Background: an optimization exercise with open tools, aiming at small area. Do not read the settings as production practice.
RTL that was checked went through simulation tests only; none was proved equivalent to the original.
Function not checked in run 3: the RTL went through the layout flow alone.
No activity file was given, so power comes from the tool's default toggle rates.

[flow/config.mk]
export PLATFORM = sky130hd
export DESIGN_NAME = Calculator2_0
export DESIGN_NICKNAME = Calculator2_0
export VERILOG_FILES = /design/flow/design.v
export SDC_FILE = /design/flow/constraint.sdc
export NUM_CORES = 4
export LEC_CHECK = 0
export ABC_AREA = 1
export CAP_MARGIN = 0
export CORE_MARGIN = 2
export CORE_UTILIZATION = 40
export GPL_TIMING_DRIVEN = 0
export SLEW_MARGIN = 0
[flow/constraint.sdc]
create_clock -name core_clock -period 110.0 [get_ports {clk}]
set_input_delay 22.0000 -clock core_clock [delete_from_list [all_inputs] [get_ports {clk}]]
set_output_delay 22.0000 -clock core_clock [all_outputs]
set_load 0.01 [all_outputs]
[flow/design.v]
module Calculator2_0(clk, rst, col, btn, btnres, fil, Sseg, anodos);
	input clk;
	input rst;
	input [3:0] col;
	input btn;
	input btnres;
	output [3:0] fil;
	output [6:0] Sseg;
	output [7:0] anodos;
	reg [5:0] c50;       
	reg [2:0] m5;        
	reg [2:0] cb;        
	reg [1:0] r;         
	reg       fs;        
	wire tick = (c50 == 6'd49);
	wire rtick = (c50 == 6'd24) && (m5 == 3'd0) && cb[0];
	always @(posedge clk) begin
		if (rst) begin
			c50 <= 6'd25;
			m5 <= 3'd7;
			cb <= 3'd0;
			r <= 2'b10;
			fs <= 1'b0;
		end else begin
			c50 <= tick ? 6'd0 : c50 + 6'd1;
			if (tick) begin
				m5 <= (m5 == 3'd4) ? 3'd0 : (m5 == 3'd7) ? 3'd1 : m5 + 3'd1;
				cb <= cb + 3'd1;
			end
			if (rtick) begin
				r <= {r[0], !r[1]};
				fs <= 1'b1;
			end
		end
	end
	assign fil = {fs && r == 2'b00, fs && r == 2'b01, fs && r == 2'b11, fs && r == 2'b10};
	assign anodos = (m5 == 3'd7) ? 8'hFF : ~(8'd1 << cb);
	reg [3:0] tecla_q;
	reg [3:0] tecla;
	always @(*) begin
		tecla = tecla_q;
		if (col == 4'b1000 || col == 4'b0100 || col == 4'b0010 || col == 4'b0001) begin
			if (!fs) tecla = 4'd15;
			else case ({r, col})
				6'b00_1000: tecla = 4'd15;
				6'b00_0100: tecla = 4'd0;
				6'b00_0010: tecla = 4'd14;
				6'b00_0001: tecla = 4'd13;
				6'b01_1000: tecla = 4'd1;
				6'b01_0100: tecla = 4'd2;
				6'b01_0010: tecla = 4'd3;
				6'b01_0001: tecla = 4'd10;
				6'b11_1000: tecla = 4'd4;
				6'b11_0100: tecla = 4'd5;
				6'b11_0010: tecla = 4'd6;
				6'b11_0001: tecla = 4'd11;
				6'b10_1000: tecla = 4'd7;
				6'b10_0100: tecla = 4'd8;
				6'b10_0010: tecla = 4'd9;
				default:    tecla = 4'd12;
			endcase
		end
	end
	always @(posedge clk) begin
		if (rst) tecla_q <= 4'd15;
		else tecla_q <= tecla;
	end
	reg [3:0] D0, D1, D2, D3, D4, D5, D6, D7;
	reg F0, F2, F3, F4;       
	reg estado, btnON, btnresON;
	reg [2:0] q;              
	reg [4:0] oc;             
	wire tog = tick && !btnres && !btnresON;
	wire est_n = estado ^ tog;
	wire adv = !btn && !btnON;
	wire [2:0] q_n = q - {2'b0, adv};
	wire ewr = tick && !est_n;    
	reg [3:0] a2, a1, a0, b2, b1, b0;
	reg [1:0] oper;
	reg sig1;
	wire run = estado && !tick;
	wire [1:0] g = c50[5:4];
	wire [3:0] k = c50[3:0];
	wire s_clr = run && (c50 == 6'd0);
	wire s_slot = run && (k != 4'd0) && (k <= 4'd9) && (g != 2'd3);
	wire s_fin = run && (c50 == 6'd48);
	wire mul = (oper == 2'd2);
	wire dv = (oper == 2'd3);
	wire sub = !oper[1] && (oper[0] ^ sig1);
	wire add = !oper[1] && !(oper[0] ^ sig1);
	wire fail = !D7[2];           
	wire ph2 = run && sub && fail && (g == 2'd2) && (k >= 4'd4) && (k <= 4'd6);   
	wire s_sh = run && (((k == 4'd0) && (g == 2'd1 || g == 2'd2)) || ph2);
	wire s_rot = run && dv && (g == 2'd2) && (k >= 4'd10) && (k <= 4'd12);
	wire s33 = run && (c50 == 6'd33);
	wire s39 = run && (c50 == 6'd39);
	reg [3:0] Y;
	always @(*) begin
		case (ph2 ? c50[1:0] : g)
			2'd0: Y = a2;
			2'd1: Y = a1;
			default: Y = a0;
		endcase
	end
	wire [3:0] ins = mul ? 4'd0 : (sub && (sig1 ^ ph2)) ? c9(Y) : Y;
	wire subt = dv || sub;        
	wire cmpb = dv || (sub && (s33 ^ sig1));     
	wire en = (mul && s_slot && (k <= Y)) || (dv && s_slot) || (add && s33) ||
	          (sub && (s33 || (s39 && fail)));
	function [4:0] bcdadd;
		input [3:0] x;
		input [3:0] y;
		input c;
		reg [4:0] k;
		reg [3:0] t;
		reg co;
		integer j;
		begin
			k[0] = c;
			for (j = 0; j < 4; j = j + 1) begin
				t[j] = x[j] ^ y[j] ^ k[j];
				k[j+1] = (x[j] & y[j]) | (x[j] & k[j]) | (y[j] & k[j]);
			end
			co = k[4] | (t[3] & (t[2] | t[1]));
			bcdadd = {co, t[3] ^ (co & (t[2] | t[1])), t[2] ^ (co & ~t[1]), t[1] ^ co, t[0]};
		end
	endfunction
	function [4:0] bcdinc;
		input [3:0] x;
		input c;
		begin
			if (!c) bcdinc = {1'b0, x};
			else if (x == 4'd9) bcdinc = 5'b10000;
			else bcdinc = {1'b0, x + 4'd1};
		end
	endfunction
	function [3:0] c9;
		input [3:0] x;
		begin
			c9 = {~(x[3] | x[2] | x[1]), x[2] ^ x[1], x[1], ~x[0]};
		end
	endfunction
	wire [3:0] U0 = D0;
	wire [3:0] U1 = D1;
	wire [3:0] U2 = D2;
	wire [3:0] V0 = cmpb ? c9(b0) : b0;
	wire [3:0] V1 = cmpb ? c9(b1) : b1;
	wire [3:0] V2 = cmpb ? c9(b2) : b2;
	wire [4:0] S0 = bcdadd(U0, V0, subt);
	wire [4:0] S1 = bcdadd(U1, V1, S0[4]);
	wire [4:0] S2 = bcdadd(U2, V2, S1[4]);
	wire c3 = S2[4];
	wire [3:0] D3m = (D3 == 4'd0) ? 4'd9 : D3 - 4'd1;
	wire [4:0] S3 = subt ? {c3 | (D3 != 4'd0), c3 ? D3 : D3m} : bcdinc(D3, c3);
	wire c4 = S3[4] && !sub;
	wire [4:0] S4 = bcdinc(D4, c4);
	wire [4:0] S5 = bcdinc(D5, S4[4]);
	wire wr = en && (!subt || S3[4] || (sub && s39));
	wire err = dv && ((D3 != 4'd0) || (D4 != 4'd0) || (D5 != 4'd0) || ({b2, b1, b0} == 12'd0));
	wire neg_fin = sub ? fail : (sig1 && !err);
	wire ld = !rst && (s_clr || s_sh || s_rot);      
	wire sh = !rst && (s_sh || s_rot);
	wire w = !rst && wr;
	wire fin = !rst && s_fin;
	wire s7 = !rst && sub && s33;
	wire [7:0] e = {8{ewr && !rst}} & (8'd1 << q_n);
	wire [3:0] din0 = s_rot ? D6 : ins;
	wire [7:0] hold;
	assign hold[0] = !(rst || e[0] || ld || w || (fin && err));
	assign hold[1] = !(rst || e[1] || ld || w || (fin && err));
	assign hold[2] = !(rst || e[2] || ld || w || (fin && err));
	assign hold[3] = !(rst || e[3] || ld || w || (fin && (err || sub)));
	assign hold[4] = !(rst || e[4] || ld || w || (fin && (err || sub)));
	assign hold[5] = !(rst || e[5] || ld || w || (fin && (err || sub)));
	assign hold[6] = !(rst || e[6] || ld || fin);
	assign hold[7] = !(rst || e[7] || s7 || fin);
	wire ferr = fin && err;
	wire [3:0] D0n = ({4{hold[0]}} & D0) | ({4{e[0]}} & tecla) | ({4{ld && !rst}} & din0) | ({4{w}} & S0[3:0]) | {4{rst || ferr}};
	wire [3:0] D1n = ({4{hold[1]}} & D1) | ({4{e[1]}} & tecla) | ({4{sh}} & D0) | ({4{w}} & S1[3:0]) | {4{rst}};
	wire [3:0] D2n = ({4{hold[2]}} & D2) | ({4{e[2]}} & tecla) | ({4{sh}} & D1) | ({4{w}} & S2[3:0]) | {4{rst || ferr}};
	wire [3:0] D3n = ({4{hold[3]}} & D3) | ({4{e[3]}} & tecla) | ({4{sh}} & D2) | ({4{w}} & S3[3:0]) | {4{rst || ferr}};
	wire [3:0] D4n = ({4{hold[4]}} & D4) | ({4{e[4]}} & tecla) | ({4{sh}} & D3) | ({4{w}} & S4[3:0]) | {{3{rst || ferr}}, rst};
	wire [3:0] D5n = ({4{hold[5]}} & D5) | ({4{e[5]}} & tecla) | ({4{sh}} & D4) | ({4{w}} & S5[3:0]) | {4{rst || ferr}};
	wire [3:0] D6n = ({4{hold[6]}} & D6) | ({4{e[6]}} & tecla) | ({4{sh}} & D5) |
	                 {rst || fin, rst || (fin && !neg_fin), rst || fin, rst || fin};
	wire [3:0] D7n = ({4{hold[7]}} & D7) | ({4{e[7]}} & tecla) |
	                 {rst || fin || s7, rst || fin || (s7 && S3[4]), rst || fin || s7, rst || fin || s7};
	always @(posedge clk) begin
		D0 <= D0n; D1 <= D1n; D2 <= D2n; D3 <= D3n;
		D4 <= D4n; D5 <= D5n; D6 <= D6n; D7 <= D7n;
		if (rst) begin
			F0 <= 1'b0; F2 <= 1'b0; F3 <= 1'b0; F4 <= 1'b0;
			estado <= 1'b0; btnON <= 1'b0; btnresON <= 1'b0;
			q <= 3'd7;
			oc <= 5'd15;
		end else begin
			if (tick) begin
				btnresON <= !btnres;
				estado <= est_n;
				case (cb)
					3'd7: oc <= {F0, D0};
					3'd0: oc <= {1'b0, D1};
					3'd1: oc <= {F2, D2};
					3'd2: oc <= {F3, D3};
					3'd3: oc <= {F4, D4};
					3'd4: oc <= {1'b0, D5};
					3'd5: oc <= {1'b0, D6};
					default: oc <= {1'b0, D7};
				endcase
			end
			if (ewr) begin
				btnON <= !btn;
				q <= q_n;
			end
			if (e[0]) F0 <= 1'b0;
			if (e[2]) F2 <= 1'b0;
			if (e[3]) F3 <= 1'b0;
			if (e[4]) F4 <= 1'b0;
			if (s_fin) begin
				F0 <= err; F2 <= err; F3 <= err; F4 <= err;
			end
		end
	end
	always @(posedge clk) begin
		if (rst) begin
			a2 <= 4'd0; a1 <= 4'd0; a0 <= 4'd0;
			b2 <= 4'd0; b1 <= 4'd0; b0 <= 4'd0;
			oper <= 2'd0; sig1 <= 1'b0;
		end else if (!estado) begin
			if (D6 <= 4'd9) a2 <= D6;
			if (D5 <= 4'd9) a1 <= D5;
			if (D4 <= 4'd9) a0 <= D4;
			if (D2 <= 4'd9) b2 <= D2;
			if (D1 <= 4'd9) b1 <= D1;
			if (D0 <= 4'd9) b0 <= D0;
			if (D3 >= 4'd10 && D3 <= 4'd13) oper <= D3[1:0] + 2'd2;
			sig1 <= (D7 != 4'd15);
		end
	end
	assign Sseg[6] = !(oc == 5'd0 || oc == 5'd2 || oc == 5'd3 || oc == 5'd5 || oc == 5'd6 || oc == 5'd7 || oc == 5'd8 || oc == 5'd9 || oc == 5'd30 || oc == 5'd31);
	assign Sseg[5] = !(oc == 5'd0 || oc == 5'd1 || oc == 5'd2 || oc == 5'd3 || oc == 5'd4 || oc == 5'd7 || oc == 5'd8 || oc == 5'd9 || oc == 5'd12 || oc == 5'd13);
	assign Sseg[4] = !(oc == 5'd0 || oc == 5'd1 || oc == 5'd3 || oc == 5'd4 || oc == 5'd5 || oc == 5'd6 || oc == 5'd7 || oc == 5'd8 || oc == 5'd9 || oc == 5'd10 || oc == 5'd12);
	assign Sseg[3] = !(oc == 5'd0 || oc == 5'd2 || oc == 5'd3 || oc == 5'd5 || oc == 5'd6 || oc == 5'd8 || oc == 5'd9 || oc == 5'd14 || oc == 5'd30 || oc == 5'd31);
	assign Sseg[2] = !(oc == 5'd0 || oc == 5'd2 || oc == 5'd6 || oc == 5'd8 || oc == 5'd12 || oc == 5'd13 || oc == 5'd30 || oc == 5'd31);
	assign Sseg[1] = !(oc == 5'd0 || oc == 5'd4 || oc == 5'd5 || oc == 5'd6 || oc == 5'd8 || oc == 5'd9 || oc == 5'd10 || oc == 5'd12 || oc == 5'd30 || oc == 5'd31);
	assign Sseg[0] = !(oc == 5'd2 || oc == 5'd3 || oc == 5'd4 || oc == 5'd5 || oc == 5'd6 || oc == 5'd8 || oc == 5'd9 || oc == 5'd10 || oc == 5'd11 || oc == 5'd12 || oc == 5'd14 || oc == 5'd30);
endmodule
[flow/flow/run.sh]
#!/bin/bash
# Standard ORFS layout (the standard.sh) with these changes:
#  - synthesis: no adder extraction (ADDER_MAP_FILE empty), no Kogge-Stone carry map
#    (SYNTH_OPERATIONS_ARGS), and abc's area script replaced by flow/abc_area.script
#    (twice: deepsyn, then area-only standard-cell mapping); the registers, their names and
#    cell types are those of the standard synthesis;
#  - the port buffers are sky130_fd_sc_hd__buf_1;
#  - clock tree from sky130_fd_sc_hd__clkbuf_8 only, without dummy loads.
# SCRIPTS_DIR points to a folder of links to ORFS's scripts, with abc_area.script replaced.
set -euo pipefail
HERE=$(pwd)
S=$HERE/scripts
rm -rf "$S"; mkdir -p "$S"
for f in "$FLOW_HOME"/scripts/*; do ln -s "$f" "$S/"; done
rm "$S/abc_area.script"; cp "$HERE/flow/abc_area.script" "$S/abc_area.script"
CTS="-sink_clustering_enable -repair_clock_nets -dont_use_dummy_load -buf_list sky130_fd_sc_hd__clkbuf_8"
BP="-buffer_cell sky130_fd_sc_hd__buf_1"
export SCRIPTS_DIR="$S" ADDER_MAP_FILE= ABC_AREA=1 SYNTH_OPERATIONS_ARGS=-noshare BUFFER_PORTS_ARGS="$BP" CTS_ARGS="$CTS"
bash standard.sh "SCRIPTS_DIR=$S" ADDER_MAP_FILE= ABC_AREA=1 SYNTH_OPERATIONS_ARGS=-noshare \
  "BUFFER_PORTS_ARGS=$BP" "CTS_ARGS=$CTS" finish > standard_flow.log 2>&1
[flow/flow/abc_area.script]
strash
&get -n
&deepsyn -T 120
&put
dch
amap
strash
&get -n
&deepsyn -T 120
&put
dch
amap
topo
[flow/standard.sh]
#!/bin/bash
# synth_recipe.tcl (not shown) runs the flow's synth.tcl, then flattens the netlist and writes it again
# the make line also repeats each setting of config.mk as NAME=value (left out here)
make -C /OpenROAD-flow-scripts/flow DESIGN_CONFIG=/design/flow/config.mk WORK_HOME=/design/flow/orfs CLKGATE_MAP_FILE= SYNTH_SCRIPT=/design/flow/synth_recipe.tcl "${@:-finish}"
==> reports/results.ini, run 1 <==
[run_status]
status=complete, no violations

[min_path]
hold_class=reg -> reg

[floorplanning]
die_h_um=120
die_x_um=120
die_area_mm2=0.0143
rows=42
core_area_mm2=0.0131
start_util_pct=40.7
io_pins=27

[worst_setup_path]
worstPathRequired_ns=110.24
crit_path_max_incr_delay_ns=0.74
critPathTopFamily=buffers and inverters
cp_max_fo=25
rrSetupSlack_ns=98.71
endpoint_kind=flip-flop
endpoint=D1[1]$_DFF_P_
cp_slowest_cell=clkinv_1
cp.depth=9
path_cells=buf_1 > buf_8 > clkinv_1 > nand2_1 > clkinv_1 > nand3_1 > nor2_1 > nor2_1 > o21ai_0
cp.arrival_ns=25.02
crit_start=rst
rr_startpoint=c50[0]$_SDFF_PP1_
ff2ff_path_depth=43
crit_path_start_kind=input pin
r2r-end=D4[3]$_DFF_P_
cp.buffers_inverters=4
path_class=in -> reg

[place]
dpl.hpwl_um=13600
place_congestion=0.964
portBuffers=26
dp_cells=968
place_area_mm2=0.00567

[layout]
antennaDiodeCount=0
drive_above_1_share_pct=1.50
fin_area_mm2=0.00581
final_cells=978
area_delta_synth_final_pct=8.73
nets=812

[clock_network]
cts.sinks=93
post_cts_buffers=0
cts_root_buf=clkbuf_8
cts_buffers=9
cts_hold_buf=0
clk_latency_ns=0.39
clk_path_buf_depth=2
clk_pin_slew_worst_paths_ns=0.09
cts_max_level=3
cts_resized=0
cts_tree=yes

[power]
finalPower_w=0.0000620
p_leak_nw=1.91
peakVddDrop_uv=4.46
power_density_mw_per_mm2=10.7

[detailed_routing]
drt-total-wl_um=17700
wl_per_cell_um=18.1
ant_nets=0
firstDrtPassIters=6
avgViaCountPerCell=6.03
dr.first_iter.drc_count=594
vias=5901
drc=0

[synth]
avgSynthCellArea_um2=6.98
synth_edf_count=0
synth_compound_area_share_pct=34.2
synth_warnings=1
synth_nets=774
syn-cell-area_mm2=0.00534
synth_top_family_by_area=compound AO/OA/AOI/OAI gates
synth-seq-area-share_pct=34.8
synth_mux_area_share_pct=0
synth_cell_types=41
ys_ff_latch=93
synthesis.instances=766
yosys.area_share.xor_xnor_pct=0
synthArstFlopShare_pct=0
synthFlopType=dfxtp_1
synthSimpleGateAreaFrac_pct=21.9
synthAdderAreaFrac_pct=0

[sta]
period_minus_slack_ns=24.78
report.final.hold_viol_count=0
setup_violations=0
max-slew-margin-rel_pct=25.8
fmax_mhz=40.4
slew_viol_final=0
fin_crit_sh_pct=22.5
rsz0062_at_grt=no
tns_ns=0
tightest_slew_ns=1.10
timing.clock.skew_ns=0.0286

[grt]
gr-total-overflow=0
grt_usage_pct=25.5
grt_pass1_vias=5480
grt_pass1_wl_um=28500
antenna_found_initial=0
grt_max_degree=28

[job]
drv_cap=0

## cells in the final DEF, fill, tap and decap left out, types with 3 or more instances in the layout
cell type,synthesis,layout
clkinv_1,129,129
nor2_1,128,128
dfxtp_1,93,93
o21ai_0,73,72
nand2_1,64,64
o22ai_1,50,50
a21oi_1,44,44
buf_1,0,26
nor3_1,16,16
or3_1,16,16
o221ai_1,14,14
or2_0,13,13
a221oi_1,12,12
nand3_1,10,10
o211ai_1,9,9
clkbuf_8,0,9
a2111oi_0,8,8
nor4_1,7,7
o21a_1,7,7
a31oi_1,8,7
nor2b_1,6,6
o2111ai_1,6,6
a211oi_1,6,6
o32ai_1,6,6
o22a_1,5,5
a2111o_1,5,5
nand4_1,4,4
o221a_1,4,4
a31o_1,3,3
o31ai_1,3,3
o311ai_0,3,3
o32a_1,3,3
## kinds of logic (layout without fill, tap and decap cells)
group           Yosys count  in the layout
buf+inv                 129            165
simple gates            268            268
compound gates          276            276
flops                    93             93
## power by group
part           switching [W]  internal [W]    total, W
sequential       0.000000702     0.0000345   0.0000352
clock              0.0000116    0.00000736   0.0000189
combinational     0.00000508    0.00000277  0.00000785
total              0.0000173     0.0000446   0.0000620
## per-stage QoR
| step | util, % | hold slack, ns | setup WS, ns |
|---|---|---|---|
| 6_report | 44.2 | 0.452 | 85.22 |
| 3_3_place_gp | 43.1 | 0.414 | 83.86 |
| 4_1_cts | 44.1 | 0.443 | 84.23 |
| 3_5_place_dp | 43.1 | 0.421 | 83.79 |
| 2_1_floorplan | - | 0.388 | 85.74 |
| 5_1_grt | 44.2 | 0.477 | 84.96 |
## worst min path at each step
stage	startpoint	end	slack, ns	depth (start not counted)
detailed placement	c50[0]$_SDFF_PP1_	c50[0]$_SDFF_PP1_	0.42	1
finish	c50[0]$_SDFF_PP1_	c50[0]$_SDFF_PP1_	0.45	1
floorplan	c50[0]$_SDFF_PP1_	c50[0]$_SDFF_PP1_	0.39	1
CTS	c50[0]$_SDFF_PP1_	c50[0]$_SDFF_PP1_	0.44	1
global placement	c50[0]$_SDFF_PP1_	c50[0]$_SDFF_PP1_	0.41	1
global route	c50[0]$_SDFF_PP1_	c50[0]$_SDFF_PP1_	0.48	1
## area by class of cell
cell class                 instances  area [µm²]
fill                            1389        7330
tap                              176         220
multi-input combinational        544        3010
timing repair buffer              27         113
sequential                        93        1860
clock buffer                       9         124
inverter                         129         484
## metal layers
| layer | up-vias | wire, µm | GRT usage (%) |
|---|---|---|---|
| met3 | 57 | 1220 | 3.80 |
| met2 | 224 | 7710 | 38.7 |
| met1 | 2745 | 7910 | 34.0 |
| li1 | 2875 | - | - |
| met5 | - | 0 | 0 |
| met4 | 0 | 866 | 16.0 |
## Yosys cell counts (6+ instances only)
master | n | area [µm²]
or2_0 | 13 | 81.3
o32ai_1 | 6 | 52.6
nor2_1 | 128 | 480
o21a_1 | 7 | 52.6
a31oi_1 | 8 | 50.1
nor3_1 | 16 | 80.1
clkinv_1 | 129 | 484
a21oi_1 | 44 | 220
o21ai_0 | 73 | 365
a211oi_1 | 6 | 45.0
or3_1 | 16 | 100
o221ai_1 | 14 | 123
nor2b_1 | 6 | 37.5
o22ai_1 | 50 | 313
o211ai_1 | 9 | 67.6
nand2_1 | 64 | 240
a2111oi_0 | 8 | 70.1
dfxtp_1 | 93 | 1860
nor4_1 | 7 | 43.8
nand3_1 | 10 | 50.1
a221oi_1 | 12 | 105
o2111ai_1 | 6 | 52.6
## sequential cells by signal, summed over array words and instances, names as in the netlist, 3 cells and up
register and flops:
q 3, D4 4, D1 4, b0 4
a0 4, c50 6, b1 4, tecla_q 4
D0 4, D2 4, m5 3, D3 4
b2 4, cb 3, oc 5, D6 4
a1 4, a2 4, D5 4, D7 4
==> run 2, diff against run 1 <==
--- a/flow/flow/run.sh
+++ b/flow/flow/run.sh
@@ -4,3 +4,3 @@
 #    (SYNTH_OPERATIONS_ARGS), and abc's area script replaced by flow/abc_area.script
-#    (twice: deepsyn, then area-only standard-cell mapping); the registers, their names and
+#    (four rounds of deepsyn and area-only standard-cell mapping); the registers, their names and
 #    cell types are those of the standard synthesis;
==> flow/flow/abc_area.script (replaced) <==
strash
&get -n
&deepsyn -T 60 
&put
dch
amap
strash
&get -n
&deepsyn -T 60 
&put
dch
amap
strash
&get -n
&deepsyn -T 60 
&put
dch
amap
strash
&get -n
&deepsyn -T 60 
&put
dch
amap
topo
==> run 2 against run 1 <==
Global-route usage decreased by 0.48 points. Critical path depth decreased by 2. Sequential share of layout area decreased by 0.089 points. Worst setup slack got worse by 0.90 ns. Sequential power about the same. Area after synthesis increased by 0.28%. Routed wire length decreased by 0.20%. Cell count increased by 0.51%. Clock power about the same. First-iteration DRC count decreased by 10%. Critical endpoint is now D0[2]$_DFF_P_. Largest power group unchanged.
==> reports/results.ini, run 2 <==
[detailed_routing]
firstDrtPassIters=5  ; -1
dr.first_iter.drc_count=533  ; -10%
ant_nets=0  ; unchanged
drt-total-wl_um=17700  ; -0.20%
avgViaCountPerCell=6.13  ; +1.5%
drc=0  ; unchanged
wl_per_cell_um=18.0  ; -0.71%
vias=6023  ; +2.1%

[worst_setup_path]
cp_max_fo=25  ; unchanged
critPathTopFamily=buffers and inverters
cpMostUsedCell=clkinv_1
path_class=in -> reg
path_cells=buf_1 > clkinv_1 > nand2_1 > clkinv_1 > o211ai_1 > a221oi_1 > o21ai_0
crit_path_start_kind=input pin
worstPathRequired_ns=110.30  ; +0.06 ns
endpoint_kind=flip-flop
cp.buffers_inverters=3  ; -1
cp_slowest_cell=clkinv_1
crit_path_max_incr_delay_ns=1.22  ; +0.48 ns
cp.arrival_ns=25.98  ; +0.96 ns

[clock_network]
cts_hold_buf=0  ; unchanged
clk_path_buf_depth=2  ; unchanged
cts.sinks=93  ; unchanged
clk_latency_ns=0.39  ; about the same
cts_resized=0  ; unchanged
post_cts_buffers=0  ; unchanged
cts_tree=yes
clk_pin_slew_worst_paths_ns=0.08  ; about the same
cts_buffers=9  ; unchanged
cts_root_buf=clkbuf_8
cts_max_level=3  ; unchanged

[sta]
report.final.hold_viol_count=0  ; unchanged
tns_ns=0  ; unchanged
slew_viol_final=0  ; unchanged
timing.clock.skew_ns=0.0289  ; +0.000258 ns
period_minus_slack_ns=25.68  ; +0.900 ns
setup_violations=0  ; unchanged
whs_ns=0.424  ; -0.0278 ns
rsz0062_at_grt=no
max-slew-margin-rel_pct=7.48  ; -18 points
fin_crit_sh_pct=23.3  ; +0.82 points
fmax_mhz=38.9  ; -3.5%
tightest_slew_ns=1.39  ; +0.288 ns

[synth]
yosysTopAreaCell=dfxtp_1
synth_warnings=1  ; unchanged
synth_nets=778  ; +0.52%
synth_cell_types=41  ; unchanged
synthArstFlopShare_pct=0  ; unchanged
synth_top_area_share_pct=34.7  ; -0.098 points
synthesis.instances=770  ; +0.52%
avgSynthCellArea_um2=6.96  ; -0.24%
synth-seq-area-share_pct=34.7  ; -0.098 points
synthFlopType=dfxtp_1
synth_edf_count=0  ; unchanged
yosys-top-cells-area=dfxtp_1, nor2_1, clkinv_1
ys_ff_latch=93  ; unchanged
syn-cell-area_mm2=0.00536  ; +0.28%
synth_common_cells=nor2_1, clkinv_1, dfxtp_1, o21ai_0, nand2_1
yosysMostFrequentCell=nor2_1

[floorplanning]
core_area_mm2=0.0131  ; unchanged
io_pins=27  ; unchanged
die_area_mm2=0.0143  ; +0.27%
die_h_um=120  ; +0.13%
die_x_um=120  ; +0.13%
start_util_pct=40.8  ; +0.11 points
rows=42  ; unchanged

[layout]
antennaDiodeCount=0  ; unchanged
fillers=1407  ; +1.3%
layout_commonest_cell=nor2_1
nets=817  ; +0.62%
multi_input_area_mm2=0.00303  ; +0.79%
drive_above_1_share_pct=1.49  ; -0.0093 points
regMostFlops=c50
layout_common_cells=nor2_1, clkinv_1, dfxtp_1, o21ai_0, nand2_1
regArea_mm2=0.00186  ; unchanged
area_delta_synth_final_pct=8.73  ; about the same
largestRegisters=c50 x6, oc x5
largest_register_ffs=6  ; unchanged

[place]
portBuffers=26  ; unchanged
place_congestion=0.973  ; +0.97%
dpl.hpwl_um=13500  ; -0.86%

[grt]
grt_usage_pct=25.0  ; -0.48 points
gr-total-overflow=0  ; unchanged
antenna_found_initial=0  ; unchanged
grt_pass1_vias=5499  ; +0.35%
grt_pass1_wl_um=28200  ; -1.1%
grt_max_degree=26  ; -7.1%

[power]
peakVddDrop_uv=5.19  ; +16%
power_density_mw_per_mm2=11.0  ; +3.0%
p_leak_nw=1.90  ; -0.53%

[job]
drv_cap=0  ; unchanged

[run_status]
status=complete, no violations

[min_path]
hold_class=reg -> reg

run 2: report_power, final:
group          leakage [nW]  switching (W)  internal (W)
registers             0.758    0.000000790     0.0000344
logic                  1.08     0.00000679    0.00000318
clock network        0.0647      0.0000114    0.00000736
run 2: layout make-up:
type | instances | area share (%)
clock buffer | 9 | 2.13
sequential | 93 | 32.0
timing repair buffer | 28 | 2.06
inverter | 125 | 8.05
tap | 176 | 3.78
multi-input combinational | 552 | 52.0
run 2: metal layers:
layer | part of all wire [%] | up-vias | track usage (%)
met4 | 3.7 | 0 | 11.8
met1 | 44 | 2825 | 34.3
met5 | 0 | - | 0
met3 | 7.8 | 47 | 2.85
met2 | 44 | 261 | 39.5
li1 | - | 2890 | -
run 2: path summary, 6_finish.rpt:
path	to	cells past startpoint	slack, ns	from
max reg2reg	D4[3]$_DFF_P_	43	99.28	estado$_SDFFE_PP0P_
min reg2reg	c50[0]$_SDFF_PP1_	1	0.42	c50[0]$_SDFF_PP1_
min	c50[0]$_SDFF_PP1_	1	0.42	c50[0]$_SDFF_PP1_
max	D0[2]$_DFF_P_	7	84.32	rst
run 2: cell families after synthesis:
family                 share of synthesized area, %
buffers and inverters                          8.76
AOI/OAI and AO/OA                              33.6
DFF                                            34.7
and+or+nand+nor                                22.9
run 2: metrics by stage:
step	instance area, µm²	utilization, %	power (W)	cells	worst slack, ns
2_1_floorplan	5360	-	0.0000430	770	85.64
3_3_place_gp	5680	43.2	0.0000453	972	84.01
3_5_place_dp	5700	43.4	0.0000456	974	84.03
4_1_cts	5830	44.4	0.0000640	983	84.43
5_1_grt	5830	44.4	0.0000666	983	84.18
6_report	5830	44.4	0.0000640	983	84.32
==> run 3, diff against run 2 <==
--- a/flow/design.v
+++ b/flow/design.v
@@ -15,3 +15,3 @@
 	wire tick = (c50 == 6'd49);
-	wire rtick = (c50 == 6'd24) && (m5 == 3'd0) && cb[0];
+	wire rtick = (c50 == 6'd24) && (m5 == 3'b000) && cb[0];
 	always @(posedge clk) begin
@@ -19,3 +19,3 @@
 			c50 <= 6'd25;
-			m5 <= 3'd7;
+			m5 <= 3'b010;
 			cb <= 3'd0;
@@ -26,3 +26,3 @@
 			if (tick) begin
-				m5 <= (m5 == 3'd4) ? 3'd0 : (m5 == 3'd7) ? 3'd1 : m5 + 3'd1;
+				m5 <= {m5[1] & m5[0], m5[0], !m5[2]};
 				cb <= cb + 3'd1;
@@ -36,3 +36,3 @@
 	assign fil = {fs && r == 2'b00, fs && r == 2'b01, fs && r == 2'b11, fs && r == 2'b10};
-	assign anodos = (m5 == 3'd7) ? 8'hFF : ~(8'd1 << cb);
+	assign anodos = (m5 == 3'b010) ? 8'hFF : ~(8'd1 << cb);
 	reg [3:0] tecla_q;
--- a/flow/flow/run.sh
+++ b/flow/flow/run.sh
@@ -4,3 +4,3 @@
 #    (SYNTH_OPERATIONS_ARGS), and abc's area script replaced by flow/abc_area.script
-#    (four rounds of deepsyn and area-only standard-cell mapping); the registers, their names and
+#    (deepsyn, then area-only standard-cell mapping); the registers, their names and
 #    cell types are those of the standard synthesis;
==> flow/flow/abc_area.script (replaced) <==
strash
&get -n
&deepsyn -T 120
&put
dch
amap
topo
--- a/flow/config.mk
+++ b/flow/config.mk
@@ -8,6 +8,5 @@
 export ABC_AREA = 1
-export CAP_MARGIN = 0
+export CAP_MARGIN = 20
 export CORE_MARGIN = 2
 export CORE_UTILIZATION = 40
-export GPL_TIMING_DRIVEN = 0
-export SLEW_MARGIN = 0
+export SLEW_MARGIN = 20
==> run 3 against run 2 <==
Die area is essentially flat. Register-to-register slack is essentially flat. Via count shrank 0.15%. Combinational power is essentially flat. Non-clock buffer count grew 6. Area after synthesis is essentially flat. Count of clock-buffer cells in the layout is the same. Worst hold slack gained 0.026 ns. Worst setup slack gained 1.3 ns. Routed wire length grew 9.2%. Largest cell class unchanged. Largest power group unchanged.
==> reports/results.ini, run 3 <==
[worst_setup_path]
cp_max_fo=6  ; -76%
endpoint_kind=flip-flop
worstPathRequired_ns=110.26  ; -0.04 ns
path_class=in -> reg
cp.arrival_ns=24.69  ; -1.29 ns
crit_path_start_kind=input pin

[sta]
slew_viol_final=0  ; unchanged
tightest_slew_ns=1.07  ; -0.322 ns
setup_violations=0  ; unchanged
timing.clock.skew_ns=0.0280  ; -0.000835 ns
whs_ns=0.450  ; +0.0260 ns
fin_crit_sh_pct=22.2  ; -1.1 points
max-slew-margin-rel_pct=28.2  ; +21 points
tns_ns=0  ; unchanged
report.final.hold_viol_count=0  ; unchanged
rsz0062_at_grt=no
fmax_mhz=40.9  ; +5.1%
period_minus_slack_ns=24.42  ; -1.26 ns

[grt]
grt_max_degree=30  ; +15%
gr-total-overflow=0  ; unchanged
grt_usage_pct=27.4  ; +2.3 points
grt_pass1_vias=5655  ; +2.8%
antenna_found_initial=0  ; unchanged
grt_pass1_wl_um=30200  ; +6.9%

[layout]
multi_input_area_mm2=0.00303  ; about the same
area_delta_synth_final_pct=9.32
regArea_mm2=0.00186  ; unchanged
regMostFlops=c50
nets=815  ; -0.24%
fillers=1352  ; -3.9%
utilization_pct=44.6  ; +0.20 points
layout_common_cells=nor2_1, clkinv_1, dfxtp_1, o21ai_0, nand2_1
largest_register_ffs=6  ; unchanged
antennaDiodeCount=0  ; unchanged
drive_above_1_share_pct=2.11  ; +0.62 points
fin_area_mm2=0.00585  ; +0.45%
layout_commonest_cell=nor2_1
largestRegisters=c50 x6, oc x5

[synth]
syn-cell-area_mm2=0.00535  ; about the same
yosys-top-cells-area=dfxtp_1, nor2_1, clkinv_1
synth_warnings=1  ; unchanged
synth_top_area_share_pct=34.8  ; about the same
synth_edf_count=0  ; unchanged
avgSynthCellArea_um2=7.03  ; +0.96%
synthesis.instances=762  ; -1.0%
synth-seq-area-share_pct=34.8  ; about the same
synth_common_cells=nor2_1, clkinv_1, dfxtp_1, o21ai_0, nand2_1
yosysTopAreaCell=dfxtp_1
synth_cell_types=44  ; +7.3%
synthFlopType=dfxtp_1
synth_nets=770  ; -1.0%
synthArstFlopShare_pct=0  ; unchanged
ys_ff_latch=93  ; unchanged
yosysMostFrequentCell=nor2_1

[detailed_routing]
vias=6014  ; -0.15%
firstDrtPassIters=5  ; unchanged
ant_nets=0  ; unchanged
drt-total-wl_um=19300  ; +9.2%
drc=0  ; unchanged
wl_per_cell_um=19.7  ; +9.4%
dr.first_iter.drc_count=507  ; -4.9%
avgViaCountPerCell=6.13  ; about the same

[clock_network]
cts_resized=0  ; unchanged
cts_buffers=9  ; unchanged
cts_hold_buf=0  ; unchanged
cts_root_buf=clkbuf_8
cts.sinks=93  ; unchanged
post_cts_buffers=0  ; unchanged
cts_max_level=3  ; unchanged
clk_pin_slew_worst_paths_ns=0.09  ; about the same
clk_latency_ns=0.39  ; about the same
clk_path_buf_depth=2  ; unchanged
cts_tree=yes

[place]
place_congestion=0.982  ; +0.91%
portBuffers=26  ; unchanged
place_area_mm2=0.00572  ; +0.37%
dpl.hpwl_um=15000  ; +11%

[run_status]
status=complete, no violations

[floorplanning]
core_area_mm2=0.0131  ; unchanged
die_area_mm2=0.0143  ; about the same
io_pins=27  ; unchanged
die_h_um=120  ; about the same
start_util_pct=40.8  ; about the same
rows=42  ; unchanged
die_x_um=120  ; about the same

[power]
power_density_mw_per_mm2=11.0  ; +0.55%
p_leak_nw=1.95  ; +2.5%
finalPower_w=0.0000646  ; +1.0%
peakVddDrop_uv=4.46  ; -14%

[min_path]
hold_class=reg -> reg

[job]
drv_cap=0  ; unchanged

## run 3: routing by layer
layer,track usage [%],wire length [µm],up-vias
met5,0,0,-
met4,16.2,981,0
met3,5.61,1360,57
met2,44.0,8760,266
met1,33.8,8190,2809
li1,-,-,2882
## run 3: final timing paths
kind | from | to | slack [ns] | cells past startpoint
worst max-delay path | col[0] | D5[2]$_DFF_P_ | 85.58 | 12
worst min-delay path | c50[0]$_SDFF_PP1_ | c50[0]$_SDFF_PP1_ | 0.45 | 1
worst max register to register | c50[2]$_SDFF_PP0_ | D0[1]$_DFF_P_ | 99.29 | 47
worst min register to register | c50[0]$_SDFF_PP1_ | c50[0]$_SDFF_PP1_ | 0.45 | 1
## run 3: through the flow
stage / instances / setup slack [ns]
after floorplan: 762 / 85.85
after global placement: 971 / 85.42
after detailed placement: 971 / 85.25
after CTS: 980 / 85.65
after global routing: 981 / 85.34
final: 981 / 85.58
## run 3: logic make-up after synthesis
kind of cell / after synthesis / synth area share (%)
buffers and inverters: 122 / 8.55
flip-flops: 93 / 34.8
AO/OA/AOI/OAI: 260 / 33.2
AND/OR/NAND/NOR: 287 / 23.5
## run 3: layout make-up
cell class	instances	share of cell area, %
Clock buffer	9	2.12
Inverter	122	7.82
Multi-Input combinational cell	547	51.8
Sequential cell	93	31.8
Tap cell	176	3.76
Timing Repair Buffer	34	2.65
## run 3: worst max-delay path, stage by stage
cell      delay, ns
buf_1          0.12
or2_0          0.29
a211oi_1       0.23
a31oi_1        0.11
nor2_1         0.20
nand3_1        0.15
o32a_1         0.30
o21ai_0        0.35
clkinv_1       0.36
nand2_1        0.13
o21ai_0        0.09
a2111o_1       0.35
## run 3: power by group
| group | internal (W) | switching, W |
|---|---|---|
| clock | 0.00000735 | 0.0000112 |
| sequential | 0.0000347 | 0.00000119 |
| combinational | 0.00000333 | 0.00000687 |
| total | 0.0000454 | 0.0000193 |
==> run 4, diff against run 3 <==
--- a/flow/design.v
+++ b/flow/design.v
@@ -154,3 +154,3 @@
 	wire [4:0] S3 = subt ? {c3 | (D3 != 4'd0), c3 ? D3 : D3m} : bcdinc(D3, c3);
-	wire c4 = S3[4] && !sub;
+	wire c4 = S3[4];              
 	wire [4:0] S4 = bcdinc(D4, c4);
--- a/flow/config.mk
+++ b/flow/config.mk
@@ -8,5 +8,6 @@
 export ABC_AREA = 1
-export CAP_MARGIN = 20
+export CAP_MARGIN = 0
 export CORE_MARGIN = 2
 export CORE_UTILIZATION = 40
-export SLEW_MARGIN = 20
+export GPL_TIMING_DRIVEN = 0
+export SLEW_MARGIN = 0
==> run 4 against run 3 <==
Power is 8.7% higher. Cell count is 1.0% higher. First-iteration DRC count is 12% higher. Flip-flop and latch count stayed put. Largest cell class unchanged.
==> reports/results.ini, run 4 <==
[clock_network]
cts_root_buf=clkbuf_8
cts_tree=yes
clk_pin_slew_worst_paths_ns=0.08  ; about the same
cts_max_level=3  ; unchanged
cts_buffers=9  ; unchanged
cts_hold_buf=0  ; unchanged
post_cts_buffers=0  ; unchanged
cts.sinks=93  ; unchanged
clk_path_buf_depth=2  ; unchanged
cts_resized=0  ; unchanged
clk_latency_ns=0.39  ; about the same

[synth]
synthArstFlopShare_pct=0  ; unchanged
synthFlopType=dfxtp_1
synth_warnings=1  ; unchanged
avgSynthCellArea_um2=6.93  ; -1.4%
synthSimpleGateAreaFrac_pct=23.3  ; -0.23 points
syn-cell-area_mm2=0.00539  ; +0.70%
synth_mux_area_share_pct=0  ; unchanged
synthesis.instances=778  ; +2.1%
synth_top_area_share_pct=34.5  ; -0.24 points
yosysTopAreaCell=dfxtp_1
synth_edf_count=0  ; unchanged
synth_common_cells=nor2_1, clkinv_1, dfxtp_1, nand2_1, o21ai_0
ys_ff_latch=93  ; unchanged
yosysMostFrequentCell=nor2_1
synth-seq-area-share_pct=34.5  ; -0.24 points
synth_cell_types=37  ; -16%
yosys.area_share.xor_xnor_pct=0  ; unchanged
yosys-top-cells-area=dfxtp_1, nor2_1, clkinv_1
synth_top_family_by_area=compound AO/OA/AOI/OAI gates
synth_nets=786  ; +2.1%
synth_compound_area_share_pct=33.2  ; +0.048 points
synthAdderAreaFrac_pct=0  ; unchanged

[detailed_routing]
avgViaCountPerCell=6.00  ; -2.2%
firstDrtPassIters=7  ; +2
dr.first_iter.drc_count=567  ; +12%
drt-total-wl_um=17900  ; -7.3%
drc=0  ; unchanged
ant_nets=0  ; unchanged
wl_met2_um=8000  ; -8.7%
wl_met3_um=1480  ; +8.7%
wl_per_cell_um=18.0  ; -8.2%
vias=5942  ; -1.2%
top_layer=met4
wl_met1_um=7620  ; -6.9%

[layout]
largestRegisters=c50 x6, oc x5
fin_area_mm2=0.00586  ; +0.19%
layout_commonest_cell=nor2_1
drive_above_1_share_pct=1.60  ; -0.52 points
utilization_pct=44.5  ; -0.092 points
multi_input_area_mm2=0.00305  ; +0.49%
largest_register_ffs=6  ; unchanged
nets=825  ; +1.2%
fillers=1364  ; +0.89%
regMostFlops=c50
antennaDiodeCount=0  ; unchanged
regArea_mm2=0.00186  ; unchanged
area_delta_synth_final_pct=8.77
layout_common_cells=nor2_1, clkinv_1, dfxtp_1, nand2_1, o21ai_0

[sta]
tns_ns=0  ; unchanged
report.final.hold_viol_count=0  ; unchanged
tightest_slew_ns=1.30  ; +0.232 ns
rsz0062_at_grt=no
period_minus_slack_ns=25.59  ; +1.16 ns
fmax_mhz=39.1  ; -4.5%
fin_crit_sh_pct=23.3  ; +1.1 points
timing.clock.skew_ns=0.0278  ; -0.000226 ns
slew_viol_final=0  ; unchanged
setup_violations=0  ; unchanged
max-slew-margin-rel_pct=12.9  ; -15 points

[worst_setup_path]
cp.arrival_ns=25.89  ; +1.20 ns
cp_max_fo=6  ; unchanged
ff2ff_path_depth=48  ; +2.1%
crit_path_start_kind=input pin
path_class=in -> reg
rrSetupSlack_ns=99.25  ; -0.04 ns
endpoint_kind=flip-flop
worstPathRequired_ns=110.30  ; +0.04 ns

[min_path]
min_path_cells=1  ; unchanged
hold_class=reg -> reg

[power]
p_clk_share_pct=26.6  ; -2.1 points
combinationalPowerShare_pct=20.8  ; +5.0 points
p_leak_nw=1.94  ; -0.47%
peakVddDrop_uv=4.75  ; +6.5%
p_sw_share_pct=32.6  ; +2.8 points
power.internal_w=0.0000473  ; +4.3%
p_switching_w=0.0000229  ; +19%
pwr-share-seq_pct=52.6  ; -2.9 points
power_density_mw_per_mm2=12.0  ; +8.5%

[floorplanning]
core_area_mm2=0.0132  ; +0.40%
io_pins=27  ; unchanged
die_x_um=120  ; +0.34%
die_area_mm2=0.0144  ; +0.68%
rows=42  ; unchanged
start_util_pct=40.9  ; +0.12 points
die_h_um=120  ; +0.34%

[run_status]
status=complete, no violations

[grt]
grt_pass1_vias=5548  ; -1.9%
grt_pass1_wl_um=28600  ; -5.2%
antenna_found_initial=0  ; unchanged
grt_usage_pct=25.5  ; -1.9 points
gr-total-overflow=0  ; unchanged
grt_max_degree=34  ; +13%

[place]
portBuffers=26  ; unchanged
place_congestion=1.01  ; +3.3%
dpl.hpwl_um=13800  ; -8.1%
place_area_mm2=0.00574  ; +0.28%

[job]
drv_cap=0  ; unchanged

run 4: power by group through the flow:
| stage | logic [W] | clock network, W | registers (W) |
|---|---|---|---|
| floorplan | 0.0000107 | 0 | 0.0000371 |
| detailed placement | 0.0000142 | 0 | 0.0000377 |
| global placement | 0.0000139 | 0 | 0.0000376 |
| finish | 0.0000146 | 0.0000187 | 0.0000370 |
| global route | 0.0000164 | 0.0000203 | 0.0000372 |
| CTS | 0.0000143 | 0.0000191 | 0.0000369 |
run 4: final timing paths:
kind                        to               from
max reg2reg      D4[3]$_DFF_P_  sig1$_SDFFE_PP0N_
max              D0[3]$_DFF_P_             btnres
min reg2reg  c50[0]$_SDFF_PP1_  c50[0]$_SDFF_PP1_
min          c50[0]$_SDFF_PP1_  c50[0]$_SDFF_PP1_
run 4: metrics by stage:
step / total power [W] / setup WS, ns / hold WS [ns] / cells
global route: 0.0000739 / 84.20 / 0.454 / 991
detailed placement: 0.0000519 / 84.19 / 0.396 / 982
finish: 0.0000703 / 84.41 / 0.411 / 991
floorplan: 0.0000478 / 85.25 / 0.375 / 778
CTS: 0.0000703 / 84.59 / 0.413 / 991
global placement: 0.0000515 / 83.36 / 0.393 / 980
run 4: logic make-up after synthesis:
logic type	Yosys count
flip-flops	93
AO/OA/AOI/OAI	269
AND/OR/NAND/NOR	287
buffers and inverters	129
run 4: layer usage:
layer	up-vias	track usage (%)
met4	0	13.9
met3	54	6.08
met1	2719	31.8
li1	2905	-
met2	264	40.4
met5	-	0
run 4: layout make-up:
cell class / count / share of cell area, %
Tap cell: 176 / 3.76
Clock buffer: 9 / 2.11
Sequential cell: 93 / 31.7
Multi-Input combinational cell: 556 / 52.0
Timing Repair Buffer: 28 / 2.13
Inverter: 129 / 8.26
run 4: worst max-delay path, stage by stage:
cell      delay [ns]
buf_1           0.08
nor2_1          0.14
nor2_1          0.06
a211oi_1        1.05
clkinv_1        0.29
or3_1           0.45
nand2_1         0.11
o21ai_0         0.24
nor3_1          0.64
clkinv_1        0.36
o22ai_1         0.27
a211oi_1        0.12
o221ai_1        0.10
==> run 5, diff against run 4 <==
--- a/flow/flow/run.sh
+++ b/flow/flow/run.sh
@@ -4,3 +4,3 @@
 #    (SYNTH_OPERATIONS_ARGS), and abc's area script replaced by flow/abc_area.script
-#    (deepsyn, then area-only standard-cell mapping); the registers, their names and
+#    (three rounds of deepsyn and area-only standard-cell mapping); the registers, their names and
 #    cell types are those of the standard synthesis;
==> flow/flow/abc_area.script (replaced) <==
strash
&get -n
&deepsyn -J 300
&put
dch
amap
strash
&get -n
&deepsyn -J 300
&put
dch
amap
strash
&get -n
&deepsyn -J 300
&put
dch
amap
topo
==> run 5 against run 4 <==
Still clean on timing, DRC and antenna. Combinational power increased by 5%. Cell count decreased by 2.3%. Via count increased by 0.12%. Clock skew decreased by 0.0065 ns. Sequential share of layout area increased by 0.48 points. Sequential power increased by 1%. Count of clock-buffer cells in the layout unchanged. Non-clock buffer count decreased by 2. Routed wire length about the same. Clock power about the same. Utilization decreased by 0.49 points. Critical path type unchanged. Critical endpoint is now D5[2]$_DFF_P_. Largest cell class unchanged. Largest power group unchanged.
==> reports/results.ini, run 5 <==
[sta]
tightest_slew_ns=1.24  ; -0.0559 ns
period_minus_slack_ns=25.52  ; -0.0659 ns
slew_viol_final=0  ; unchanged
rsz0062_at_grt=no
timing.clock.skew_ns=0.0213  ; -0.00648 ns
tns_ns=0  ; unchanged
fmax_mhz=39.2  ; +0.26%
report.final.hold_viol_count=0  ; unchanged
fin_crit_sh_pct=23.2  ; -0.060 points
fin_ws_ns=84.48  ; +0.0659 ns
setup_violations=0  ; unchanged
max-slew-margin-rel_pct=16.3  ; +3.4 points

[layout]
largest_register_ffs=6  ; unchanged
drive_above_1_share_pct=1.52  ; -0.080 points
regMostFlops=c50
fillers=1386  ; +1.6%
nets=802  ; -2.8%
antennaDiodeCount=0  ; unchanged
layout_common_cells=nor2_1, clkinv_1, dfxtp_1, o21ai_0, nand2_1
layout_commonest_cell=nor2_1
area_delta_synth_final_pct=8.58
largestRegisters=c50 x6, oc x5

[floorplanning]
start_util_pct=40.5  ; -0.38 points
die_h_um=119  ; -0.64%
die_area_mm2=0.0142  ; -1.3%
die_x_um=119  ; -0.64%
io_pins=27  ; unchanged
rows=42  ; unchanged
core_area_mm2=0.0131  ; -0.40%

[job]
drv_cap=0  ; unchanged

[synth]
synthesis.instances=757  ; -2.7%
synth_nets=765  ; -2.7%
synth_cell_types=44  ; +19%
synthSimpleGateAreaFrac_pct=22.1  ; -1.1 points
yosysTopAreaCell=dfxtp_1
synth-seq-area-share_pct=35.0  ; +0.46 points
yosysMostFrequentCell=nor2_1
synth_compound_area_share_pct=34.6  ; +1.4 points
avgSynthCellArea_um2=7.03  ; +1.4%
ys_ff_latch=93  ; unchanged
synthArstFlopShare_pct=0  ; unchanged
synth_top_family_by_area=compound AO/OA/AOI/OAI gates
synth_top_area_share_pct=35.0  ; +0.46 points
synthFlopType=dfxtp_1
synth_mux_area_share_pct=0  ; unchanged
synthAdderAreaFrac_pct=0  ; unchanged
synth_edf_count=0  ; unchanged
synth_warnings=1  ; unchanged
synth_common_cells=nor2_1, clkinv_1, dfxtp_1, o21ai_0, nand2_1
yosys-top-cells-area=dfxtp_1, nor2_1, clkinv_1
syn-cell-area_mm2=0.00532  ; -1.3%
yosys.area_share.xor_xnor_pct=0  ; unchanged

[detailed_routing]
avgViaCountPerCell=6.15  ; +2.5%
ant_nets=0  ; unchanged
dr.first_iter.drc_count=646  ; +14%
firstDrtPassIters=6  ; -1
drc=0  ; unchanged
wl_per_cell_um=18.5  ; +2.5%
vias=5949  ; +0.12%
drt-total-wl_um=17900  ; about the same

[power]
peakVddDrop_uv=4.42  ; -6.9%
power_density_mw_per_mm2=12.4  ; +3.3%
p_leak_nw=1.90  ; -1.9%

[place]
post-place-ws_ns=84.22  ; +0.0312 ns
place_congestion=1.03  ; +1.7%
portBuffers=26  ; unchanged
dpl.hpwl_um=13700  ; -0.57%

[clock_network]
cts_resized=0  ; unchanged
cts_max_level=3  ; unchanged
cts_root_buf=clkbuf_8
clk_pin_slew_worst_paths_ns=0.09  ; about the same
cts_hold_buf=0  ; unchanged
clk_path_buf_depth=2  ; unchanged
cts_tree=yes
cts_buffers=9  ; unchanged
post_cts_buffers=0  ; unchanged
clk_latency_ns=0.38  ; about the same
cts.sinks=93  ; unchanged

[grt]
grt_usage_pct=25.0  ; -0.50 points
use_met1_pct=32.7  ; +0.95 points
grt_pass1_vias=5278  ; -4.9%
use_met3_pct=4.50  ; -1.6 points
gr-total-overflow=0  ; unchanged
antenna_found_initial=0  ; unchanged
busiest_layer=met2
grt_max_degree=27  ; -21%
grt_pass1_wl_um=27800  ; -2.7%
met2_usage_pct=41.2  ; +0.72 points

[worst_setup_path]
path_class=in -> reg
endpoint_kind=flip-flop
cp_max_fo=26  ; +20
crit_path_start_kind=input pin
cp.arrival_ns=25.78  ; -0.11 ns
worstPathRequired_ns=110.26  ; -0.04 ns

[run_status]
status=complete, no violations

[min_path]
hold_class=reg -> reg

run 5: changes by cell type in the layout (fill, tap and decap cells not counted), moves of 4 or more:
cell,before,now
o21a_1,8,4
clkinv_1,129,117
o32ai_1,11,7
o221ai_1,25,16
o21ai_0,60,75
nand2_1,66,61
o221a_1,6,2
nor2_1,132,122
a32o_1,0,6
or2_0,15,8
o211ai_1,0,4
run 5: cell families after synthesis:
| logic type | Yosys count |
|---|---|
| AOI/OAI and AO/OA | 279 |
| and+or+nand+nor | 268 |
| DFF | 93 |
| buffers and inverters | 117 |
run 5: routing by layer:
layer / wire, µm / vias up / part of all wire [%]
met5: 0 / - / 0
met3: 1460 / 28 / 8.2
li1: - / 2864 / -
met4: 320 / 0 / 1.8
met1: 7770 / 2762 / 43
met2: 8340 / 295 / 47
run 5: path summary, 6_finish.rpt:
path	slack (ns)	depth (start not counted)	startpoint	endpoint
max reg2reg	99.56	39	oper[0]$_SDFFE_PP0P_	D3[3]$_DFF_P_
min	0.48	1	c50[0]$_SDFF_PP1_	c50[0]$_SDFF_PP1_
min reg2reg	0.48	1	c50[0]$_SDFF_PP1_	c50[0]$_SDFF_PP1_
max	84.48	9	rst	D5[2]$_DFF_P_
run 5: stage by stage:
stage	power [W]	hold WS, ns	std cells	util, %	instance area [µm²]
finish	0.0000715	0.480	968	44.0	5780
global route	0.0000751	0.486	968	44.0	5780
CTS	0.0000715	0.474	968	43.9	5770
detailed placement	0.0000531	0.452	959	43.0	5650
global placement	0.0000527	0.443	959	42.9	5640
floorplan	0.0000488	0.411	757	-	5320
run 5: power by group:
part	switching (W)	internal (W)	leakage, nW
Sequential	0.00000211	0.0000354	0.766
Clock	0.0000112	0.00000735	0.0647
Combinational	0.0000102	0.00000519	1.07
Total	0.0000236	0.0000479	1.90
run 5: area by class of cell:
| cell class | instances | area (µm²) | share of cell area [%] |
|---|---|---|---|
| clock buffers | 9 | 124 | 2.14 |
| inverters | 117 | 439 | 7.60 |
| multi-input cells | 547 | 3030 | 52.5 |
| flip-flops and latches | 93 | 1860 | 32.2 |
| well taps | 176 | 220 | 3.81 |
| repair buffers | 26 | 98.8 | 1.71 |
run 5: worst max-delay path, stage by stage:
cell      delay, ns
buf_2          0.54
clkinv_1       0.94
nand2_1        0.80
nor3_1         0.27
o21ai_0        0.28
o21ai_0        0.27
a31oi_1        0.28
a21oi_1        0.07
a2111o_1       0.29
==> run 6, diff against run 5 <==
--- a/flow/flow/run.sh
+++ b/flow/flow/run.sh
@@ -4,3 +4,3 @@
 #    (SYNTH_OPERATIONS_ARGS), and abc's area script replaced by flow/abc_area.script
-#    (three rounds of deepsyn and area-only standard-cell mapping); the registers, their names and
+#    (six rounds of deepsyn and area-only standard-cell mapping); the registers, their names and
 #    cell types are those of the standard synthesis;
==> flow/flow/abc_area.script (replaced) <==
strash
&get -n
&deepsyn -T 60
&put
dch
amap
strash
&get -n
&deepsyn -T 60
&put
dch
amap
strash
&get -n
&deepsyn -T 60
&put
dch
amap
strash
&get -n
&deepsyn -T 60
&put
dch
amap
strash
&get -n
&deepsyn -T 60
&put
dch
amap
strash
&get -n
&deepsyn -T 60
&put
dch
amap
topo
==> run 6 against run 5 <==
Sequential power shrank 2%. Routed wire length grew 2.0%. Worst hold slack lost 0.0097 ns. Clock power is 3% lower. Synthesized cell count rose by 0.92%. Area after synthesis fell by 0.31%. Combinational power rose by 14%. Via count shrank 1.1%. Sequential share of layout area barely moved. Register-to-register slack improved by 0.67 ns. Utilization is 0.21 points higher. Cell count increased by 0.93%. Critical endpoint is now D3[2]$_DFF_P_. Largest cell class unchanged.
==> reports/results.ini, run 6 <==
[run_status]
status=complete, no violations

[grt]
gr-total-overflow=0  ; unchanged
grt_max_degree=25  ; -7.4%
grt_pass1_vias=5509  ; +4.4%
antenna_found_initial=0  ; unchanged
grt_pass1_wl_um=28900  ; +4.1%
grt_usage_pct=26.1  ; +1.1 points

[worst_setup_path]
cp_slowest_cell=clkinv_1
endpoint_kind=flip-flop
cp.arrival_ns=26.07  ; +0.29 ns
cp_max_fo=24  ; -7.7%
crit_path_start_kind=input pin
worstPathRequired_ns=110.24  ; -0.02 ns
path_class=in -> reg
crit_path_max_incr_delay_ns=0.89  ; -0.05 ns
path_cells=clkbuf_2 > clkinv_1 > nand2_1 > nor3_1 > o21ai_0 > nor2_1 > a31oi_1 > nor2b_1 > o221ai_1 > a311oi_1 > o31ai_1

[detailed_routing]
wl_per_cell_um=18.7  ; +1.1%
drc=0  ; unchanged
ant_nets=0  ; unchanged
firstDrtPassIters=5  ; -1
drt-total-wl_um=18300  ; +2.0%
dr.first_iter.drc_count=455  ; -30%
vias=5885  ; -1.1%
avgViaCountPerCell=6.02  ; -2.0%

[sta]
tightest_slew_ns=1.08  ; -0.164 ns
setup_violations=0  ; unchanged
rsz0062_at_grt=no
fmax_mhz=38.7  ; -1.2%
timing.clock.skew_ns=0.0416  ; +0.0203 ns
period_minus_slack_ns=25.84  ; +0.319 ns
report.final.hold_viol_count=0  ; unchanged
tns_ns=0  ; unchanged
max-slew-margin-rel_pct=27.9  ; +12 points
slew_viol_final=0  ; unchanged
fin_crit_sh_pct=23.5  ; +0.29 points

[power]
peakVddDrop_uv=8.55  ; +94%
power_density_mw_per_mm2=12.5  ; +1.3%
p_leak_nw=1.92  ; +1.1%
finalPower_w=0.0000724  ; +1.3%

[synth]
avgSynthCellArea_um2=6.94  ; -1.2%
synthArstFlopShare_pct=0  ; unchanged
synth_cell_types=42  ; -4.5%
synth_warnings=1  ; unchanged
synth_edf_count=0  ; unchanged
synth-seq-area-share_pct=35.1  ; +0.11 points
synthesis.instances=764  ; +0.92%
syn-cell-area_mm2=0.00530  ; -0.31%
yosysMostFrequentCell=nor2_1
synthFlopType=dfxtp_1
synth_common_cells=nor2_1, clkinv_1, dfxtp_1, nand2_1, o21ai_0
synth_nets=772  ; +0.92%
yosysTopAreaCell=dfxtp_1
synth_top_area_share_pct=35.1  ; +0.11 points
ys_ff_latch=93  ; unchanged
yosys-top-cells-area=dfxtp_1, nor2_1, clkinv_1

[floorplanning]
die_area_mm2=0.0142  ; -0.29%
die_x_um=119  ; -0.15%
start_util_pct=40.5  ; about the same
rows=42  ; unchanged
core_area_mm2=0.0131  ; -0.40%
die_h_um=119  ; -0.15%
io_pins=27  ; unchanged

[clock_network]
cts_tree=yes
cts_hold_buf=0  ; unchanged
cts_resized=0  ; unchanged
cts.sinks=93  ; unchanged
cts_max_level=3  ; unchanged
clk_path_buf_depth=2  ; unchanged
clk_pin_slew_worst_paths_ns=0.07  ; -0.02 ns
post_cts_buffers=0  ; unchanged
clk_latency_ns=0.40  ; +0.02 ns
cts_buffers=9  ; unchanged
cts_root_buf=clkbuf_8

[layout]
largestRegisters=c50 x6, oc x5
largest_register_ffs=6  ; unchanged
drive_above_1_share_pct=1.75  ; +0.23 points
nets=811  ; +1.1%
regMostFlops=c50
regArea_mm2=0.00186  ; unchanged
layout_common_cells=nor2_1, clkinv_1, dfxtp_1, nand2_1, o21ai_0
area_delta_synth_final_pct=8.99
layout_commonest_cell=nor2_1
multi_input_area_mm2=0.00300  ; -1.2%
final_cells=977  ; +0.93%
antennaDiodeCount=0  ; unchanged
fillers=1377  ; -0.65%

[job]
drv_cap=0  ; unchanged

[place]
dp_cells=968  ; +0.94%
portBuffers=26  ; unchanged
place_congestion=0.952  ; -7.7%
dpl.hpwl_um=14000  ; +2.3%

[min_path]
hold_class=reg -> reg

==> run 6: cell count changes after synthesis, moves of 4 or more <==
cell       delta
or3_1         -5
o221ai_1     +12
a31oi_1       -6
o22ai_1       +9
a211oi_1      -4
o221a_1       +5
nor2_1       +24
a2111oi_0     -4
o21ai_0      -19
a32o_1        -6
clkinv_1      +5
nor3_1        -6
a22oi_1       -6
==> run 6: layout make-up <==
class / count / area share, %
sequential: 93 / 32.2
clock buffer: 9 / 2.14
inverter: 122 / 7.92
tap: 176 / 3.81
timing repair buffer: 28 / 2.10
multi-input combinational: 549 / 51.8
==> run 6: kinds of logic after synthesis <==
logic type             after synthesis  share of synthesized area [%]
buffers and inverters              122                           8.63
flip-flops                          93                           35.1
AO/OA/AOI/OAI                      262                           33.1
AND/OR/NAND/NOR                    287                           23.1
==> run 6: path summary, 6_finish.rpt <==
kind	to	depth (start not counted)	slack, ns	start
min reg2reg	F2$_SDFFE_PP0P_	2	0.47	F2$_SDFFE_PP0P_
max reg2reg	D3[2]$_DFF_P_	46	100.23	c50[2]$_SDFF_PP0_
max	D3[2]$_DFF_P_	11	84.16	rst
min	F2$_SDFFE_PP0P_	2	0.47	F2$_SDFFE_PP0P_
==> run 6: per-stage QoR <==
step | hold slack, ns | cell area, µm² | utilization, % | worst slack (ns)
2_1_floorplan | 0.411 | 5300 | - | 85.93
3_3_place_gp | 0.443 | 5620 | 43.0 | 83.06
3_5_place_dp | 0.454 | 5660 | 43.2 | 83.03
4_1_cts | 0.474 | 5780 | 44.2 | 83.37
5_1_grt | 0.498 | 5780 | 44.2 | 83.87
6_report | 0.471 | 5780 | 44.2 | 84.16
==> run 6: power breakdown <==
group,switching (W),internal [W]
Clock,0.0000107,0.00000734
Combinational,0.0000118,0.00000573
Sequential,0.00000156,0.0000353
Total,0.0000241,0.0000484
==> run 6: metal layers <==
metal / track usage [%] / vias up / wire length (µm)
met4: 7.22 / 0 / 325
met1: 35.4 / 2769 / 8260
met3: 4.69 / 28 / 1250
li1: - / 2864 / -
met5: 0 / - / 0
met2: 42.5 / 224 / 8430
==> run 6: worst max-delay path: cells and delay by family <==
kind                   cells  cell delay (ns)
AO/OA/AOI/OAI              5             1.25
buffers and inverters      2             1.40
AND/OR/NAND/NOR            4             1.38
==> run 7, diff against run 6 <==
--- a/flow/flow/run.sh
+++ b/flow/flow/run.sh
@@ -4,3 +4,3 @@
 #    (SYNTH_OPERATIONS_ARGS), and abc's area script replaced by flow/abc_area.script
-#    (six rounds of deepsyn and area-only standard-cell mapping); the registers, their names and
+#    (four rounds of deepsyn and area-only standard-cell mapping); the registers, their names and
 #    cell types are those of the standard synthesis;
==> flow/flow/abc_area.script (replaced) <==
strash
&get -n
&deepsyn -T 60 
&put
dch
amap
strash
&get -n
&deepsyn -T 60 
&put
dch
amap
strash
&get -n
&deepsyn -T 60 
&put
dch
amap
strash
&get -n
&deepsyn -T 60 
&put
dch
amap
topo
==> run 7 against run 6 <==
Cell count grew 0.51%. Still clean on timing, DRC and antenna. Largest cell class unchanged. Clock skew shrank 0.025 ns. Non-clock buffer count shrank 1.
==> reports/results.ini, run 7 <==
[run_status]
status=complete, no violations

[job]
drv_cap=0  ; unchanged

[power]
peakVddDrop_uv=9.83  ; +15%
p_leak_nw=1.91  ; -0.65%
power_density_mw_per_mm2=12.8  ; +1.8%

[sta]
slew_viol_final=0  ; unchanged
whs_ns=0.456  ; -0.0149 ns
setup_violations=0  ; unchanged
timing.clock.skew_ns=0.0162  ; -0.0253 ns
report.final.hold_viol_count=0  ; unchanged
fmax_mhz=37.9  ; -2.0%
max-slew-margin-rel_pct=8.04  ; -20 points
tns_ns=0  ; unchanged
fin_ws_ns=83.64  ; -0.523 ns
rsz0062_at_grt=no
period_minus_slack_ns=26.36  ; +0.523 ns

[synth]
ys_ff_latch=93  ; unchanged
synth_top_family_by_area=compound AO/OA/AOI/OAI gates
yosys.area_share.xor_xnor_pct=0  ; unchanged
synth_compound_area_share_pct=33.8  ; +0.67 points
synth_common_cells=nor2_1, clkinv_1, dfxtp_1, o21ai_0, nand2_1
synth_nets=778  ; +0.78%
synth_mux_area_share_pct=0  ; unchanged
synth_edf_count=0  ; unchanged
synthAdderAreaFrac_pct=0  ; unchanged
synth-seq-area-share_pct=35.0  ; -0.066 points
synthArstFlopShare_pct=0  ; unchanged
synthSimpleGateAreaFrac_pct=22.3  ; -0.87 points
yosys-top-cells-area=dfxtp_1, nor2_1, clkinv_1
synth_warnings=1  ; unchanged

[worst_setup_path]
crit_path_start_kind=input pin
cp.arrival_ns=26.62  ; +0.55 ns
path_class=in -> reg
worstPathRequired_ns=110.26  ; +0.02 ns
cp_max_fo=24  ; unchanged
crit_start=rst
rr_startpoint=c50[2]$_SDFF_PP0_

[layout]
drive_above_1_share_pct=1.24  ; -0.51 points
fin_area_mm2=0.00576  ; -0.30%
layout_commonest_cell=nor2_1
antennaDiodeCount=0  ; unchanged
regArea_mm2=0.00186  ; unchanged
largest_register_ffs=6  ; unchanged
multi_input_area_mm2=0.00298  ; -0.54%
area_delta_synth_final_pct=8.45
regMostFlops=c50
fillers=1374  ; -0.22%

[floorplanning]
die_x_um=119  ; about the same
start_util_pct=40.6  ; +0.076 points
die_area_mm2=0.0142  ; +0.18%
die_h_um=119  ; about the same
rows=42  ; unchanged
core_area_mm2=0.0131  ; unchanged

[clock_network]
cts_max_level=3  ; unchanged
cts_hold_buf=0  ; unchanged
cts_tree=yes
post_cts_buffers=0  ; unchanged
cts_root_buf=clkbuf_8
clk_pin_slew_worst_paths_ns=0.08  ; about the same

[grt]
grt_usage_pct=25.8  ; -0.32 points
grt_pass1_vias=5516  ; +0.13%
antenna_found_initial=0  ; unchanged
gr-total-overflow=0  ; unchanged

[place]
place_area_mm2=0.00564  ; -0.29%
place_congestion=0.950  ; -0.18%
post-place-ws_ns=83.36  ; +0.330 ns
dpl.hpwl_um=14100  ; +0.65%

[detailed_routing]
vias=5841  ; -0.75%
dr.first_iter.drc_count=423  ; -7.0%
avgViaCountPerCell=5.95  ; -1.3%

[min_path]
hold_class=reg -> reg

==> run 7: path summary, 6_finish.rpt <==
path	endpoint	slack [ns]	cells after the start
setup / recovery	D3[2]$_DFF_P_	83.64	11
hold / removal	c50[0]$_SDFF_PP1_	0.46	1
setup reg to reg	D4[3]$_DFF_P_	100.34	46
hold reg to reg	c50[0]$_SDFF_PP1_	0.46	1
==> run 7: logic make-up after synthesis <==
| family | count (synthesis) |
|---|---|
| buffers and inverters | 126 |
| DFF | 93 |
| AOI/OAI and AO/OA | 273 |
| and+or+nand+nor | 278 |
==> run 7: layout make-up <==
cell class | instances | area share (%)
clock buffer | 9 | 2.15
inverter | 126 | 8.21
multi-input combinational | 551 | 51.7
sequential | 93 | 32.3
tap | 176 | 3.82
timing repair buffer | 27 | 1.82
==> run 7: where the power goes <==
part           leakage [nW]  internal [W]  switching, W
registers             0.764     0.0000353    0.00000185
clock network        0.0647    0.00000735     0.0000115
logic                  1.08    0.00000577     0.0000117
total                  1.91     0.0000484     0.0000251
==> run 7: layer usage <==
metal  part of all wire (%)  GRT usage [%]  vias to the layer above
li1                       -              -                     2878
met2                     47           43.1                      206
met5                      0              0                        -
met1                     44           32.5                     2730
met4                    2.3           7.89                        0
met3                    6.7           6.75                       27
==> run 7: worst max-delay path, cell delays in order <==
cell and delay (ns):
buf_1 0.98, clkinv_1 1.14, nand2_1 0.71, nor3_1 0.24, o21ai_0 0.32, nor2_1 0.11, a31oi_1 0.27, nor2b_1 0.21
o221ai_1 0.16, a311oi_1 0.34, o31ai_1 0.12
==> run 7: stage by stage <==
step	cells	util (%)
6_report	982	44.0
5_1_grt	982	44.0
4_1_cts	982	44.0
3_5_place_dp	973	43.1
3_3_place_gp	972	43.0
2_1_floorplan	770	-

==> re-timing with driven ports <==
How much do the figures lean on ideal ports? The routed layouts below were timed once more, with nothing changed but the port constraints. Step 1 sets driving cells, clkbuf_16 on the clock port and buf_2 on the other inputs (assumed; they add their load-dependent delay and slew). Step 2 times the ports against the registers' clock, not the clock port: input delays grow and output delays shrink by t, the midpoint of the rising clock arrivals with the driver on. Slacks: ideal / step 1 / step 2; pairs: ideal / step 1.
run	shift t [ns]	setup slack, ns
run 1	0.406	85.220 / 85.233 / 84.827
run 2	0.409	84.320 / 84.319 / 83.910
run 3	0.410	85.578 / 85.591 / 85.181
run 4	0.419	84.414 / 84.428 / 84.009
run 5	0.412	84.480 / 84.495 / 84.082
run 6	0.409	84.161 / 84.173 / 83.764
run 7	0.423	83.638 / 83.645 / 83.222
After both steps setup and hold are still met in every run listed.
